Source: an optimization exercise on an open RTL-to-GDS flow (aim: small area and few clock cycles). Production flows keep margins and buffers that such runs may drop. The RTL was checked by simulation tests, not by an equivalence proof against the original design. Power is estimated from default activity; no workload was simulated.

Setup of main:
## c6502
module c6502
(
    input               clock,
    input               ce,
    input               reset_n,
    output reg  [15:0]  address,
    input       [ 7:0]  in,
    output      [ 7:0]  out,
    output              we
);
clock: 10.0 ns
lec_check: 0
abc_area: 1
cap_margin: 20
core_margin: 2
core_utilization: 40
gpl_timing_driven: 0
slew_margin: 20
standard.sh (not shown) runs the stock make flow with config.mk's settings and CLKGATE_MAP_FILE= SYNTH_SCRIPT=/design/flow/synth_recipe.tcl, a recipe that flattens the netlist after the stock synthesis.
==> flow/flow/run.sh <==
#!/bin/bash
# Standard layout, except that the combinational part of the standard
# synthesis netlist is mapped again for area (flip-flops untouched), and the
# port buffers use the smallest buffer cell.
set -euo pipefail
RES=orfs/results/sky130hd/c6502/base
PORTBUF="BUFFER_PORTS_ARGS=-buffer_cell sky130_fd_sc_hd__buf_1"
bash standard.sh synth > synth.log 2>&1
cp $RES/1_2_yosys.v $RES/1_2_yosys_standard.v
bash flow/remap.sh $RES/1_2_yosys_standard.v $RES/1_2_yosys.v "$PWD/flow/area.abc" remap.log
rm -f $RES/1_synth.odb $RES/1_synth.sdc
bash standard.sh "$PORTBUF" finish > layout.log 2>&1
Other scripts of this flow, unchanged in this note and not shown: flow/flow/area.abc, flow/flow/dont_use.txt, flow/flow/remap.sh
Testbench counts of main, summed over its fixed seeds: cycles 85,565.
Here is what was changed in the inputs of the feature branch compared with main.
diff --git a/flow/design.v b/flow/design.v
--- a/flow/design.v
+++ b/flow/design.v
@@ -63,29 +63,29 @@
     end
     2'b10: case (aaa)
         3'd0, 3'd1, 3'd2, 3'd3: begin                                      
             eshl = ~aaa[1]; eshr = aaa[1]; e_nz = 1; e_wC = 1;
             rinv = 0;
             if (bbb == 3'b010) begin eLA = 1; ren = 0; e_wA = 1; end
             else begin ren = 1; e_mem = 1; end
         end
         3'd4: begin                                                        
             eLX = 1; ren = 0; rinv = 0; emp = 1; ecen = 0;
             if (bbb == 3'b010) begin e_wA = 1; e_nz = 1; end
-            else if (bbb == 3'b110) begin ecin = C1; ecen = 1; egsel = 0; e_wS = 1; end  
+            else if (bbb == 3'b110) e_wS = 1;
             else e_mem = 1;
         end
         3'd5: begin                                                        
             e_nz = 1; e_wX = 1; rinv = 0; emp = 1; ecen = 0;
             if (bbb == 3'b010) begin eLA = 1; ren = 0; end
-            else if (bbb == 3'b110) begin eLS = 1; ren = 0; rinv = 1; ecin = C0; ecen = 1; egsel = 0; end  
+            else if (bbb == 3'b110) begin eLS = 1; ren = 0; end
             else ren = 1;
         end
         3'd6: begin                                                        
             emp = 1; ecen = 1; egsel = 0; ecin = C0; e_nz = 1;
             if (bbb == 3'b010) begin eLX = 1; ren = 0; rinv = 1; e_wX = 1; end
             else begin eLFF = 1; ren = 1; rinv = 0; e_mem = 1; end
         end
         default: begin                                                     
             if (bbb != 3'b010) begin
                 ren = 1; rinv = 0; ecin = C1; emp = 1; ecen = 1; egsel = 0; e_nz = 1; e_mem = 1;
             end
@@ -150,31 +150,31 @@
     nst = F; ex = 0;
     sinc = 0; sdec = 0; plp = 0; wm = 0; wA = 0; wnz = 0;
     pcinc = 0; skip = 0; wABL = 0; ablinc = 0; ablh = 0; ablir = 0; wABH = 0;
     zpf = 0; alo = 2'd0; ahi = 2'd0; wIR = 0;
     case (st)
     F, FA, FB: begin
         alo = {1'b0, st != F};
         ahi = {1'b0, st == FA};
         pcinc = 1; wIR = 1;
         ex = (st == F) & d_impl;
         skip = i_bra & ~taken & ~hz;
-        sdec = i_psh;
+        sinc = i_pul | i_rts;
         nst = i_impl | skip ? F :
               i_bra ? BR : i_psh ? PSH : i_pul ? PUL : i_rts ? RL : OP1;
     end
     OP1: begin
         pcinc = 1;
         if (d_imm) ex = 1;
         else begin
-            sLX = useX; sLY = useY; wABL = 1; sdec = m_jsr;
+            sLX = useX; sLY = useY; wABL = 1;
             nst = m_jsr ? PSH : m_ind ? IP1 : m_zp ? DAT : OP2;
         end
     end
     OP2: begin
         pcinc = 1; csel = CT_; wABH = 1;
         nst = m_jsr | (m_jmp & ~IR[5]) ? FA : m_jmp ? JL : DAT;
     end
     IP1: begin
         alo = 2'd1; ahi = 2'd1; zpf = 1;
         sLY = IR[4]; wABH = 1;
         wABL = 1; ablinc = 1;
@@ -192,36 +192,35 @@
     end
     BR: begin
         sLPL = 1; csel = C1;
         if (btaken) begin
             wABL = 1;
             nst = (CTn ^ in[7]) ? HI : FB;
         end else pcinc = 1;
     end
     HI: begin
         alo = 2'd2; ahi = 2'd2;
         sLPH = IR[4]; sren = ~IR[4]; srinv = IR[4] & ~CT; csel = CT_; wABH = 1;
-        sinc = ~IR[4];
         nst = FA;
     end
     PSH: begin
-        alo = 2'd2; ahi = 2'd2; sren = 0; wm = 1; sdec = IR[5];
+        alo = 2'd2; ahi = 2'd2; sren = 0; wm = 1; sdec = 1;
         sLPH = IR[5]; sLA = ~IR[5] & IR[6]; sLP = ~IR[5] & ~IR[6];
         nst = IR[5] ? JS2 : F;
     end
     PUL: begin
-        alo = 2'd2; ahi = 2'd2; sinc = 1;
+        alo = 2'd2; ahi = 2'd2;
         if (IR[6]) begin wA = 1; wnz = 1; end else plp = 1;
     end
     JS2: begin
-        alo = 2'd2; ahi = 2'd2; sLPL = 1; sren = 0; wm = 1;
+        alo = 2'd2; ahi = 2'd2; sLPL = 1; sren = 0; wm = 1; sdec = 1;
         nst = OP2;
     end
     RL: begin
         alo = 2'd2; ahi = 2'd2; csel = C1; wABL = 1; sinc = 1;
         nst = HI;
     end
     JL: begin
         alo = 2'd1; ahi = 2'd1; wIR = 1;
         wABL = 1; ablinc = 1;
         nst = JH;
     end
@@ -314,40 +313,32 @@
     2'b01:   taken = V == in[5];
     2'b10:   taken = C == in[5];
     default: taken = Z == in[5];
 endcase
 reg btaken;
 always @* case (IR[7:6])
     2'b00:   btaken = N == IR[5];
     2'b01:   btaken = V == IR[5];
     2'b10:   btaken = C == IR[5];
     default: btaken = Z == IR[5];
 endcase
-wire [7:0] sb = xS ? res : S;
-wire [8:0] sbw;
-assign sbw[0] = sdec;
-generate for (gi = 0; gi < 8; gi = gi + 1) begin : sbg
-    assign sbw[gi+1] = sbw[gi] & ~sb[gi];
-end endgenerate
-wire [7:0] sn = sb ^ sbw[7:0];
 always @(posedge clock)
 if (!reset_n) begin
     st  <= F;
     IR  <= 8'hEA;                
     PCL <= 8'h00; PCH <= 8'h00;
-    A   <= 8'h80; X <= 8'hFE; Y <= 8'hDA; S <= 8'h01;
+    A   <= 8'h80; X <= 8'hFE; Y <= 8'hDA; S <= 8'h00;
     N <= 0; V <= 1; D <= 0; I <= 0; Z <= 0; C <= 1;
 end else if (ce) begin
     st <= nst;
     CT <= CTn;
     if (wIR) IR <= in;
     if (xA) A <= res;
     if (xX) X <= res;
     if (xY) Y <= res;
-    if (sinc) S <= inc[7:0];
-    else if (xS | sdec) S <= sn;
+    if (xS | sinc | sdec) S <= (xS ? res : S) + {{7{sdec}}, sinc | sdec};
     if (pcinc) begin PCL <= inc[7:0]; PCH <= inc[15:8]; end
     if (wABL) ABL <= ablinc ? inc[7:0] : ablh ? ABH : ablir ? IR : res;
     if (wABH) ABH <= res;
     N <= Nn; Z <= Zn; C <= Cn; V <= Vn; D <= Dn; I <= In;
 end
 endmodule
--- outcome ---
- main -> the feature branch: multi-input gate share of total cell area flat
- The feature branch vs. main: proportion of power drawn by the clock network now sits higher, net count after synthesis now sits lower, post-synth design cell area now sits lower.
- Leakage power (higher): the feature branch
- When the feature branch is set beside main, its biggest cell delay along the critical path turns out to be 20 ps smaller.
- Summary: post-layout worst setup margin, the feature branch worse than main
- Going from main to the feature branch, minimum clock period grows by 220 ps.
- Compared with main, the feature branch is the less power-hungry design.
- On the feature branch: combinational power is 18% lower than what main gave.
- main → the feature branch: mean cell area of the mapped netlist up about 1.7%; cell count down 19.
Testbench counts of the feature branch, summed over its fixed seeds: cycles 85,565.

* * *

run B:
Another version of the RTL of c6502 (not shown whole).
Size in the first run: ~1200 cells after synthesis, roughly 83 flip-flops, ~7700 um2 of cells after synthesis.
make LEC_CHECK=0 ABC_AREA=1 CAP_MARGIN=20 CORE_MARGIN=2 CORE_UTILIZATION=40 SLEW_MARGIN=20 finish   # period 10.0 ns
run.sh (not shown) runs the stock make flow with config.mk's settings and CLKGATE_MAP_FILE= SYNTH_SCRIPT=/design/flow/synth_recipe.tcl, a recipe that flattens the netlist after the stock synthesis.
Stock flow here: none of the scripts above is used.
Testbench counts of run B, summed over its fixed seeds: cycles 84,884.
--- input diff run B..run C ---
-- flow/design.v --
<<< run B, line 250
end endgenerate
wire [15:0] inc = address ^ ic;
reg [7:0] L;
always @* case (lsel)
    LA:  L = A;
    LX:  L = X;
    LY:  L = Y;
    LS:  L = S;
    LP:  L = {N, V, 2'b11, D, I, Z, C};
    LPL: L = PCL;
    LPH: L = PCH;
    LFF: L = 8'hFF;
    default: L = 8'h00;
endcase
reg [7:0] R;
always @* case (rmode)
>>> run C, line 250
end endgenerate
wire [15:0] inc = address ^ ic;
wire [7:0] L = ({8{lsel == LA}}  & A) | ({8{lsel == LX}}  & X)   | ({8{lsel == LY}} & Y) |
               ({8{lsel == LS}}  & S) | ({8{lsel == LP}}  & {N, V, 2'b11, D, I, Z, C}) |
               ({8{lsel == LPL}} & PCL) | ({8{lsel == LPH}} & PCH) | {8{lsel == LFF}};
reg [7:0] R;
always @* case (rmode)
<<< run B, line 276
    default: cin = CT;
endcase
assign sum = {1'b0, L} + {1'b0, R} + {8'd0, cin};
assign cout = sum[8];
wire [7:0] lor = L | R;
wire       sin = op[5] & C;      
reg [7:0] res;
always @* case (osel)
    OSUM: res = sum[7:0];
    OAND: res = L & R;
    OEOR: res = L ^ R;
    OSL:  res = {lor[6:0], sin};
    OSR:  res = {sin, lor[7:1]};
    default: res = lor;
endcase
wire ovf = (L[7] ~^ R[7]) & (L[7] ^ sum[7]);
wire cnew = (osel == OSL) ? lor[7] : (osel == OSR) ? lor[0] : cout;
assign out = res;
assign we  = wm;
>>> run C, line 267
    default: cin = CT;
endcase
wire [7:0] p = L ^ R;
wire [7:0] g = L & R;
wire [8:0] c;
assign c[0] = cin;
generate for (gi = 0; gi < 8; gi = gi + 1) begin : acg
    assign c[gi+1] = g[gi] | (p[gi] & c[gi]);
end endgenerate
assign sum  = {c[8], p ^ c[7:0]};
assign cout = c[8];
wire       sin = op[5] & C;      
wire cen  = osel == OSUM;
wire mp   = osel != OAND;
wire gsel = (osel == OAND) | (osel == OOR);
wire [7:0] core = ((p & {8{mp}}) ^ (c[7:0] & {8{cen}})) | (g & {8{gsel}});
wire [7:0] res = (osel == OSL) ? {p[6:0], sin} :
                 (osel == OSR) ? {sin, p[7:1]} : core;
wire ovf  = c[8] ^ c[7];
wire cnew = (osel == OSL) ? p[7] : (osel == OSR) ? p[0] : cout;
assign out = res;
assign we  = wm;
### Flow results
Of run B and run C, the lower switching share of total power belongs to run C. Run C vs. run B: synthesized instance count -about 5.5%; power -49 uW; count of clock-buffer cells in the layout -1; remaining global-route overflow ~0 delta. Across both runs, full die area was lower for run C than for run B. Run C vs. run B: first-pass GRT wire length shrank by 3.8%; wire length reported by the detailed router went down by 2.7%. Complex-gate fraction of the synthesized area: run C higher than run B.
Testbench counts of run C, summed over its fixed seeds: cycles 84,884.

* * *

## epsilon
RTL: one of the versions met above, not the one the previous note started from.
Size in the first run: about 760 cells after synthesis, roughly 5400 sq um of cells after synthesis.
export LEC_CHECK = 0
export ABC_AREA = 1
export CAP_MARGIN = 20
export CORE_MARGIN = 2
export CORE_UTILIZATION = 55
export GPL_TIMING_DRIVEN = 0
export SLEW_MARGIN = 20
create_clock -name core_clock -period 10.0 [get_ports {clock}]
standard.sh (not shown) runs the stock make flow with config.mk's settings and CLKGATE_MAP_FILE= SYNTH_SCRIPT=/design/flow/synth_recipe.tcl, a recipe that flattens the netlist after the stock synthesis.
==> flow/flow/run.sh <==
#!/bin/bash
# Standard layout, except that:
# - the combinational part of the standard synthesis netlist is mapped again
#   for area (flip-flops untouched: same names, cells and connections);
# - the port buffers use the smallest buffer cell;
# - clock tree synthesis uses clkbuf_8 and inserts no dummy loads.
set -euo pipefail
RES=orfs/results/sky130hd/c6502/base
VARS=("BUFFER_PORTS_ARGS=-buffer_cell sky130_fd_sc_hd__buf_1"
      "CTS_ARGS=-sink_clustering_enable -repair_clock_nets -dont_use_dummy_load -buf_list sky130_fd_sc_hd__clkbuf_8")
bash standard.sh synth > synth.log 2>&1
cp $RES/1_2_yosys.v $RES/1_2_yosys_standard.v
bash flow/remap.sh $RES/1_2_yosys_standard.v $RES/1_2_yosys.v "$PWD/flow/area.abc" remap.log
rm -f $RES/1_synth.odb $RES/1_synth.sdc
bash standard.sh "${VARS[@]}" finish > layout.log 2>&1
Other scripts of this flow, unchanged in this note and not shown: flow/flow/area.abc, flow/flow/dont_use.txt, flow/flow/remap.sh
No stage failed in epsilon, and the final checks on the layout all came back clean.
Testbench counts of epsilon, summed over its fixed seeds: cycles 85,565.
[inputs] delta vs epsilon
diff --git a/flow/design.v b/flow/design.v
--- a/flow/design.v
+++ b/flow/design.v
@@ -66,23 +66,23 @@
             eshl = ~aaa[1]; eshr = aaa[1]; e_nz = 1; e_wC = 1;
             rinv = 0;
             if (bbb == 3'b010) begin eLA = 1; ren = 0; e_wA = 1; end
             else begin ren = 1; e_mem = 1; end
         end
         3'd4: begin                                                        
             eLX = 1; ren = 0; rinv = 0; emp = 1; ecen = 0;
             if (bbb == 3'b010) begin e_wA = 1; e_nz = 1; end
-            else if (bbb == 3'b110) e_wS = 1;
+            else if (bbb == 3'b110) begin ecin = C1; ecen = 1; egsel = 0; e_wS = 1; end  
             else e_mem = 1;
         end
         3'd5: begin                                                        
             e_nz = 1; e_wX = 1; rinv = 0; emp = 1; ecen = 0;
             if (bbb == 3'b010) begin eLA = 1; ren = 0; end
-            else if (bbb == 3'b110) begin eLS = 1; ren = 0; end
+            else if (bbb == 3'b110) begin eLS = 1; ren = 0; rinv = 1; ecin = C0; ecen = 1; egsel = 0; end  
             else ren = 1;
         end
         3'd6: begin                                                        
             emp = 1; ecen = 1; egsel = 0; ecin = C0; e_nz = 1;
             if (bbb == 3'b010) begin eLX = 1; ren = 0; rinv = 1; e_wX = 1; end
             else begin eLFF = 1; ren = 1; rinv = 0; e_mem = 1; end
         end
         default: begin                                                     
@@ -153,25 +153,25 @@
     zpf = 0; alo = 2'd0; ahi = 2'd0; wIR = 0;
     case (st)
     F, FA, FB: begin
         alo = {1'b0, st != F};
         ahi = {1'b0, st == FA};
         pcinc = 1; wIR = 1;
         ex = (st == F) & d_impl;
         skip = i_bra & ~taken & ~hz;
-        sinc = i_pul | i_rts;
+        sdec = i_psh;
         nst = i_impl | skip ? F :
               i_bra ? BR : i_psh ? PSH : i_pul ? PUL : i_rts ? RL : OP1;
     end
     OP1: begin
         pcinc = 1;
         if (d_imm) ex = 1;
         else begin
-            sLX = useX; sLY = useY; wABL = 1;
+            sLX = useX; sLY = useY; wABL = 1; sdec = m_jsr;
             nst = m_jsr ? PSH : m_ind ? IP1 : m_zp ? DAT : OP2;
         end
     end
     OP2: begin
         pcinc = 1; csel = CT_; wABH = 1;
         nst = m_jsr | (m_jmp & ~IR[5]) ? FA : m_jmp ? JL : DAT;
     end
     IP1: begin
@@ -195,29 +195,30 @@
         if (btaken) begin
             wABL = 1;
             nst = (CTn ^ in[7]) ? HI : FB;
         end else pcinc = 1;
     end
     HI: begin
         alo = 2'd2; ahi = 2'd2;
         sLPH = IR[4]; sren = ~IR[4]; srinv = IR[4] & ~CT; csel = CT_; wABH = 1;
+        sinc = ~IR[4];
         nst = FA;
     end
     PSH: begin
-        alo = 2'd2; ahi = 2'd2; sren = 0; wm = 1; sdec = 1;
+        alo = 2'd2; ahi = 2'd2; sren = 0; wm = 1; sdec = IR[5];
         sLPH = IR[5]; sLA = ~IR[5] & IR[6]; sLP = ~IR[5] & ~IR[6];
         nst = IR[5] ? JS2 : F;
     end
     PUL: begin
-        alo = 2'd2; ahi = 2'd2;
+        alo = 2'd2; ahi = 2'd2; sinc = 1;
         if (IR[6]) begin wA = 1; wnz = 1; end else plp = 1;
     end
     JS2: begin
-        alo = 2'd2; ahi = 2'd2; sLPL = 1; sren = 0; wm = 1; sdec = 1;
+        alo = 2'd2; ahi = 2'd2; sLPL = 1; sren = 0; wm = 1;
         nst = OP2;
     end
     RL: begin
         alo = 2'd2; ahi = 2'd2; csel = C1; wABL = 1; sinc = 1;
         nst = HI;
     end
     JL: begin
         alo = 2'd1; ahi = 2'd1; wIR = 1;
@@ -316,29 +317,37 @@
 endcase
 reg btaken;
 always @* case (IR[7:6])
     2'b00:   btaken = N == IR[5];
     2'b01:   btaken = V == IR[5];
     2'b10:   btaken = C == IR[5];
     default: btaken = Z == IR[5];
 endcase
+wire [7:0] sb = xS ? res : S;
+wire [8:0] sbw;
+assign sbw[0] = sdec;
+generate for (gi = 0; gi < 8; gi = gi + 1) begin : sbg
+    assign sbw[gi+1] = sbw[gi] & ~sb[gi];
+end endgenerate
+wire [7:0] sn = sb ^ sbw[7:0];
 always @(posedge clock)
 if (!reset_n) begin
     st  <= F;
     IR  <= 8'hEA;                
     PCL <= 8'h00; PCH <= 8'h00;
-    A   <= 8'h80; X <= 8'hFE; Y <= 8'hDA; S <= 8'h00;
+    A   <= 8'h80; X <= 8'hFE; Y <= 8'hDA; S <= 8'h01;
     N <= 0; V <= 1; D <= 0; I <= 0; Z <= 0; C <= 1;
 end else if (ce) begin
     st <= nst;
     CT <= CTn;
     if (wIR) IR <= in;
     if (xA) A <= res;
     if (xX) X <= res;
     if (xY) Y <= res;
-    if (xS | sinc | sdec) S <= (xS ? res : S) + {{7{sdec}}, sinc | sdec};
+    if (sinc) S <= inc[7:0];
+    else if (xS | sdec) S <= sn;
     if (pcinc) begin PCL <= inc[7:0]; PCH <= inc[15:8]; end
     if (wABL) ABL <= ablinc ? inc[7:0] : ablh ? ABH : ablir ? IR : res;
     if (wABH) ABH <= res;
     N <= Nn; Z <= Zn; C <= Cn; V <= Vn; D <= Dn; I <= In;
 end
 endmodule
### Flow results
Any difference in post-route clock period utilization between epsilon and delta is small enough to ignore. In the reports for epsilon and delta, the smaller area of all placed cells without fillers belongs to epsilon. Multi-input gate area in the final layout: epsilon and delta compared, higher one is delta. Against epsilon as the reference, delta delivers a higher first-pass GRT wire length. There was hardly any difference in global-route usage between epsilon and delta. epsilon consumes less power than delta. Diff epsilon..delta | count of vias placed by the detailed router | negligible. The final worst-path setup slack reported for delta is smaller than that of epsilon by 0.0068 ns. Internal portion of total power, epsilon and delta: larger value in delta. When delta is measured against epsilon, its via density per instance turns out 0.14 lower. Comparing part of the total power dissipated in combinational logic for epsilon and delta, the bigger number came from delta. Between delta and epsilon, it is delta whose area of the mapped netlist is higher, by 0.74%.
Testbench counts of delta, summed over its fixed seeds: cycles 85,565.

[afterwards: timing with drivers on the ports]
The flow's constraints put no driver on any port. The routed layouts listed below were extracted and timed again, unchanged, in two steps.
Step 1 assumes that a clkbuf_16 drives the clock port and a buf_2 every other input.
Step 2 adds t to the input delays and takes it off the output delays; t is the mean of the earliest and latest rising clock arrival at the registers after step 1. Input paths then give back, and output paths get back, about the clock's delay inside the block.
a / b / c = no drivers / after step 1 / after step 2; a / b = the first two.
| run | shift t [ns] | slack for setup (ns) | worst setup path at the end | cell pins on the clock port's net |
|---|---|---|---|---|
| main | 0.397 | 0.669 / 0.625 / 1.022 | register to output | 1 |
| the feature branch | 0.394 | 0.450 / 0.408 / 0.802 | register to output | 1 |
| run B | 0.392 | 0.452 / 0.430 / 0.430 | input to output | 1 |
| run C | 0.394 | 0.472 / 0.450 / 0.450 | input to output | 1 |
| epsilon | 0.380 | 0.623 / 0.590 / 0.970 | register to output | 1 |
| delta | 0.399 | 0.617 / 0.580 / 0.979 | register to output | 1 |
After both steps setup and hold are still met in every run listed.
